Source: an optimization exercise on an open RTL-to-GDS flow (aim: small area). Production flows keep margins and buffers that such runs may drop.
The RTL was checked by simulation tests, not by an equivalence proof against the original design.
Power figures rest on the tool's default switching activity, not on a simulated workload.

## design/flow/config.mk

```make
export PLATFORM = sky130hd
export DESIGN_NAME = SPI_Wrapper
export DESIGN_NICKNAME = SPI_Wrapper
export VERILOG_FILES = /design/flow/design.v
export SDC_FILE = /design/flow/constraint.sdc
export NUM_CORES = 4
export LEC_CHECK = 0
export CAP_MARGIN = 20
export CORE_MARGIN = 2
export CORE_UTILIZATION = 40
export SLEW_MARGIN = 20
```

## design/flow/constraint.sdc

```tcl
create_clock -name core_clock -period 5.0 [get_ports {clk}]
set_input_delay 1.0000 -clock core_clock [delete_from_list [all_inputs] [get_ports {clk}]]
set_output_delay 1.0000 -clock core_clock [all_outputs]
set_load 0.01 [all_outputs]
```

## design/flow/design.v

```verilog
module RAM(din,clk,rst_n,rx_valid,dout,tx_valid);
parameter MEM_DEPTH = 256;
parameter ADDR_SIZE = 8;
reg[ADDR_SIZE-1:0] mem[MEM_DEPTH-1:0];
input clk,rst_n,rx_valid;
input[9:0] din;
output reg[ADDR_SIZE-1:0] dout;
output reg tx_valid;
reg[ADDR_SIZE-1:0] addr_wr;
reg[ADDR_SIZE-1:0] addr_rd;
always @(posedge clk or negedge rst_n) begin
	if (!rst_n) begin 
            dout<=0;
            addr_rd<=0;
            addr_wr<=0;
            tx_valid<=0;
	            end
	else begin
         tx_valid<=(din[9:8]==2'b11 && rx_valid)?1:0;
        if(rx_valid) begin
		case(din[9:8])
		2'b00 : addr_wr<=din[7:0];
		2'b10 : addr_rd<=din[7:0];
        2'b11 : dout<=mem[addr_rd];
        default : ;
          endcase
        end
	end
end
always @(posedge clk) begin
	if (rst_n && rx_valid && din[9:8]==2'b01) mem[addr_wr]<=din[7:0];
end
endmodule
module SPI_SLAVE(MOSI,tx_valid,tx_data,rst_n,SS_n,clk,MISO,rx_valid,rx_data);
parameter IDLE = 3'b000;
parameter CHK_CMD = 3'b001;
parameter WRITE = 3'b010;
parameter READ_DATA = 3'b011;
parameter READ_ADD = 3'b100;
input clk,rst_n,tx_valid,MOSI,SS_n;
input[7:0] tx_data;
output reg MISO;
output rx_valid;
output reg[9:0] rx_data;
reg[3:0] counter_1,counter_2;
reg stop,read_data;
reg[2:0] cs,ns;
always @(posedge clk or negedge rst_n) begin
	if (~rst_n) begin
	       cs<=IDLE;
	       read_data<=0;
	end
	else begin
	       cs<=ns;
	       if(cs==READ_ADD && counter_1<=10) read_data<=1;
	       else if(cs==READ_DATA && counter_1<=10) read_data<=0;
	end
end
always @(*) begin
	case(cs)
	IDLE : begin
		ns=SS_n?IDLE:CHK_CMD;
	end 
	CHK_CMD : begin
	    if(SS_n) ns=IDLE;
		else if(~MOSI) ns=WRITE;
		else if(~read_data) begin
			ns=READ_ADD;
		end
		else begin
			ns=READ_DATA;
		end 
	end
	WRITE: ns=SS_n?IDLE:WRITE;
    READ_ADD: ns=SS_n?IDLE:READ_ADD;
    READ_DATA: ns=SS_n?IDLE:READ_DATA;
    default : ns=IDLE;
    endcase  
end
always @(posedge clk) begin
	case(cs)
	IDLE: begin 
	    counter_1<=1;
	    counter_2<=1;
	end
	WRITE: begin
	if(counter_1<=10) begin
		rx_data[10-counter_1]<=MOSI;
	    counter_1<=counter_1+1;
	    end
	end
	READ_ADD: begin
		if(counter_1<=10) begin
		rx_data[10-counter_1]<=MOSI;
	    counter_1<=counter_1+1;
	    end
	end
    READ_DATA: begin
    	if(counter_1<=10) begin
    	rx_data[10-counter_1]<=MOSI;
	    counter_1<=counter_1+1;
	    end
	    if(tx_valid && counter_2<=8) begin
	    	MISO<=tx_data[8-counter_2];
	    	counter_2<=counter_2+1;
	    end
    end
    default: begin
    	counter_1<=1;
	    counter_2<=1;
    end
    endcase
end
assign rx_valid = ((cs==WRITE || cs==READ_DATA || cs==READ_ADD) && counter_1>10)?1:0;
endmodule 
module SPI_Wrapper(MISO,MOSI,SS_n,clk,rst_n);
parameter MEM_DEPTH = 256;
parameter ADDR_SIZE = 8;
input MOSI,SS_n,clk,rst_n;
output MISO;
wire[9:0] rx_data;
wire[7:0] tx_data;
wire tx_valid,rx_valid;
RAM #(MEM_DEPTH,ADDR_SIZE) ram(rx_data,clk,rst_n,rx_valid,tx_data,tx_valid);
SPI_SLAVE spi(MOSI,tx_valid,tx_data,rst_n,SS_n,clk,MISO,rx_valid,rx_data);
endmodule
```

## design/flow/run.sh

```bash
#!/bin/bash
# synth_recipe.tcl (not shown) runs the flow's synth.tcl, then flattens the netlist and writes it again
# the make line also repeats each setting of config.mk as NAME=value (left out here)
make -C /OpenROAD-flow-scripts/flow DESIGN_CONFIG=/design/flow/config.mk WORK_HOME=/design/flow/orfs CLKGATE_MAP_FILE= SYNTH_SCRIPT=/design/flow/synth_recipe.tcl finish
```

==> results.py <==
metrics = {
    "critical_path": {
        "worst_setup_path_end_kind": "register",
        "crit_family": "simple AND/OR/NAND/NOR gates",
        "reg2reg_depth": 6,
        "cp_cell_sequence": "nor2b_1, o2111a_1, nand3b_1, nor3_1, nand2_1, nor2_1",
        "cp_num_cells": 6,
        "worst-path-buf-inv": 0,
        "reg2reg_from": "spi.cs[1]$_DFF_PN0_",
        "max_stage_delay_ns": 0.84,
        "crit_fanout": 16,
        "cp-start-kind": "register",
        "crit_slowest_cell": "nor2_1",
        "crit_type": "register to register",
        "startpoint": "spi.cs[1]$_DFF_PN0_",
        "cp_data_required_time_ns": 5.47,
        "arrival_ns": 4.81,
    },
    "timing": {
        "relSlewSlack_pct": 18.7,
        "fmax_mhz": 230,
        "setup_violations": 0,
        "period_share_pct": 87.0,
        "finalHoldViolCount": 0,
        "slew_violations": 0,
        "fin_crit_ns": 4.35,
        "worst-slew-pin-transition_ns": 1.20,
        "rsz0062_at_grt": "no",
        "fin_worst_hold_slack_ns": 0.513,
        "setup_ws_ns": 0.650,
        "skew_ns": 0.0461,
        "tns_ns": 0,
    },
    "pwr": {
        "irDropWorstVdd_mv": 0.346,
        "leakage_nw": 26.5,
        "powerDensity_nw_per_um2": 395,
    },
    "min_path": {
        "hp-start": "ram.dout[7]$_DFFE_PN0P_",
        "hold_class": "register to register",
        "hold_depth": 2,
    },
    "global_routing": {
        "antenna_found_initial": 7,
        "overflow": 0,
        "grt_max_degree": 202,
        "grt_pass1_vias": 41065,
        "grt_pass1_wl_um": 309000,
        "track_usage_pct": 20.6,
    },
    "clock_network": {
        "postCtsSetupBuffers": 0,
        "path_clk_slew_ns": 0.06,
        "clock_sinks": 2096,
        "cts_buffer_depth": 3,
        "hold_buffers": 0,
        "cts_buffers": 206,
        "cts_tree": "done",
        "cts_root_buf": "clkbuf_16",
        "h-tree-depth": 4,
        "cts_resized": 0,
        "clock_latency_ns": 0.86,
    },
    "route": {
        "drt_wl_total_um": 218000,
        "drc": 0,
        "ant_nets": 0,
        "drt-initial-drc-count": 5053,
        "vias_per_cell": 5.88,
        "via_count": 41092,
        "wire_per_inst_um": 31.1,
        "dr.pass1.iters": 8,
    },
    "synth": {
        "ys_types": 79,
        "netlist_area_um2": 82700,
        "postSynth.asyncResetShare_pct": 1.38,
        "synthFlopType": "edfxtp_1",
        "yosys_register_bits": 2096,
        "ys_seq_area_share_pct": 75.9,
        "synthesis.nets": 4015,
        "synth_edf_count": 2063,
        "netlist_instances": 3999,
        "yosys_warnings": 2,
        "avgSynthCellArea_um2": 20.7,
    },
    "floorplan": {
        "io_pins": 5,
        "rows": 166,
        "initial_utilization_pct": 40.3,
        "die_y_um": 459,
        "die-width_um": 459,
        "die-area_um2": 210000,
        "core_um2": 205000,
    },
    "final_layout": {
        "area_growth_pct": 11.8,
        "drive_gt1_share_pct": 21.3,
        "layout.nets": 4134,
    },
    "status": {
        "status": "timing/DRC/antenna clean",
    },
    "placement": {
        "dp_hpwl_um": 132000,
        "dp_slack_ns": 0.378,
        "place_congestion": 0.865,
        "port_buffers": 4,
    },
    "run": {
        "maxCapViolCount": 0,
    },
}
-- state kept, by name (all words and copies together) (netlist names) --
signal / count
ram.mem: 2048
spi.rx_data: 10
ram.addr_rd: 8
ram.addr_wr: 8
ram.dout: 8
spi.counter_1: 4
spi.counter_2: 4
spi.cs: 3
ram.tx_valid: 1
spi.MISO: 1
spi.read_data: 1
-- area by class of cell --
type	count	area (µm²)
Multi-Input combinational cell	1658	18300
Clock buffer	262	5430
Tap cell	2688	3360
Clock inverter	122	1230
Fill cell	17021	112000
Sequential cell	2096	62800
Inverter	15	61.3
Antenna cell	1	2.50
Timing Repair Buffer	141	1360
-- cells by family (layout without fill, tap and decap cells) --
logic type | after synthesis | after routing | synth area share, %
AND/OR/NAND/NOR | 621 | 621 | 3.40
multiplexers | 692 | 692 | 15.6
other | 0 | 1 | 0
AO/OA/AOI/OAI | 326 | 326 | 2.79
adder cells (fa/ha/maj) | 12 | 12 | 0.182
flip-flops | 2096 | 2096 | 75.9
XOR/XNOR | 7 | 7 | 0.0741
buffers and inverters | 245 | 540 | 2.07
-- cell usage in the layout, fill, tap and decap left out, types with 26 or more instances in the layout --
| cell | n |
|---|---|
| mux4_2 | 417 |
| clkinv_1 | 44 |
| o22ai_1 | 64 |
| clkbuf_1 | 52 |
| nand2_1 | 106 |
| nor3_1 | 45 |
| clkinv_2 | 35 |
| mux2_2 | 42 |
| buf_4 | 113 |
| a21oi_1 | 46 |
| mux2i_1 | 189 |
| mux4_1 | 44 |
| o21ai_0 | 48 |
| o221ai_1 | 27 |
| edfxtp_1 | 2063 |
| clkbuf_16 | 208 |
| nor2_1 | 316 |
| nand3_1 | 37 |
| a211oi_1 | 26 |
-- cells in the mapped netlist, types with 6 or more instances --
cell type | number | area [µm²]
edfxtp_1 | 2063 | 61900
mux4_2 | 417 | 9390
nor2_1 | 317 | 1190
mux2i_1 | 189 | 1890
nand2_1 | 108 | 405
clkbuf_1 | 85 | 319
o22ai_1 | 64 | 400
buf_2 | 59 | 295
o21ai_0 | 48 | 240
a21oi_1 | 46 | 230
nor3_1 | 45 | 225
mux4_1 | 44 | 1160
mux2_2 | 42 | 473
nand3_1 | 38 | 190
buf_6 | 29 | 327
dfrtp_1 | 29 | 726
o221ai_1 | 27 | 236
a211oi_1 | 26 | 195
a2111oi_0 | 21 | 184
a22oi_1 | 21 | 158
buf_4 | 18 | 135
nor2b_1 | 18 | 113
and2_1 | 17 | 106
buf_12 | 16 | 320
nor4_1 | 15 | 93.8
buf_8 | 14 | 210
inv_1 | 13 | 48.8
nand4_1 | 13 | 81.3
ha_1 | 12 | 150
nand3b_1 | 7 | 52.6
o211ai_1 | 7 | 52.6
a221oi_1 | 6 | 52.6
buf_1 | 6 | 22.5
nand4b_1 | 6 | 52.6
-- worst paths after layout --
path                                                    to  slack (ns)
worst min register to register     ram.dout[7]$_DFFE_PN0P_        0.51
worst max register to register    ram.mem[25][3]$_DFFE_PP_        0.65
worst min-delay path               ram.dout[7]$_DFFE_PN0P_        0.51
min in group asynchronous       ram.addr_rd[7]$_DFFE_PN0P_        0.62
worst max-delay path              ram.mem[25][3]$_DFFE_PP_        0.65
max in group asynchronous       ram.addr_rd[2]$_DFFE_PN0P_        3.95
-- per-layer routing --
| metal | GRT usage, % | routed length [µm] |
|---|---|---|
| met1 | 28.8 | 89100 |
| met2 | 31.6 | 101000 |
| met3 | 5.23 | 20500 |
| met4 | 6.63 | 6760 |
| met5 | 0 | 0 |
-- power breakdown --
| part | switching (mW) | internal, mW |
|---|---|---|
| sequential | 0.0642 | 19.9 |
| clock | 6.64 | 8.64 |
| combinational | 1.07 | 0.203 |
-- stage by stage --
step,total power [mW],instance area (µm²),utilization (%),cells
2_1_floorplan,21.1,82700,-,3999
3_3_place_gp,21.6,85800,41.9,6597
3_5_place_dp,21.7,85800,41.9,6597
4_1_cts,36.8,92500,45.1,6981
5_1_grt,37.5,92500,45.1,6983
6_report,36.5,92500,45.1,6983
-- tightest hold or removal path: stages (launching register included) --
cell and delay [ns]:
dfrtp_1 0.34, nand2_1 0.06, o211ai_1 0.08

## re-timing with driven ports
The results above use ideal ports. As a check the final layout listed here was re-extracted and re-timed, cells and wires unchanged.
Step 1 assumes that a clkbuf_16 drives the clock port and a buf_2 every other input.
Step 2 times the ports against the registers' clock, not the clock port: input delays grow and output delays shrink by t, the midpoint of the rising clock arrivals with the driver on.
Slacks: ideal ports / drivers / drivers and shift; pairs: ideal ports / drivers.
t (ns): 0.929
setup WS [ns]: 0.650 / 0.650 / 0.284
hold slack, ns: 0.513 / 0.513 / 0.513
worst data-port slew with drivers (ns): 0.03
After both steps setup and hold are still met in this run. For this run, drivers alone change the setup slack by 0.000 ns; drivers and shift together by -0.366 ns.
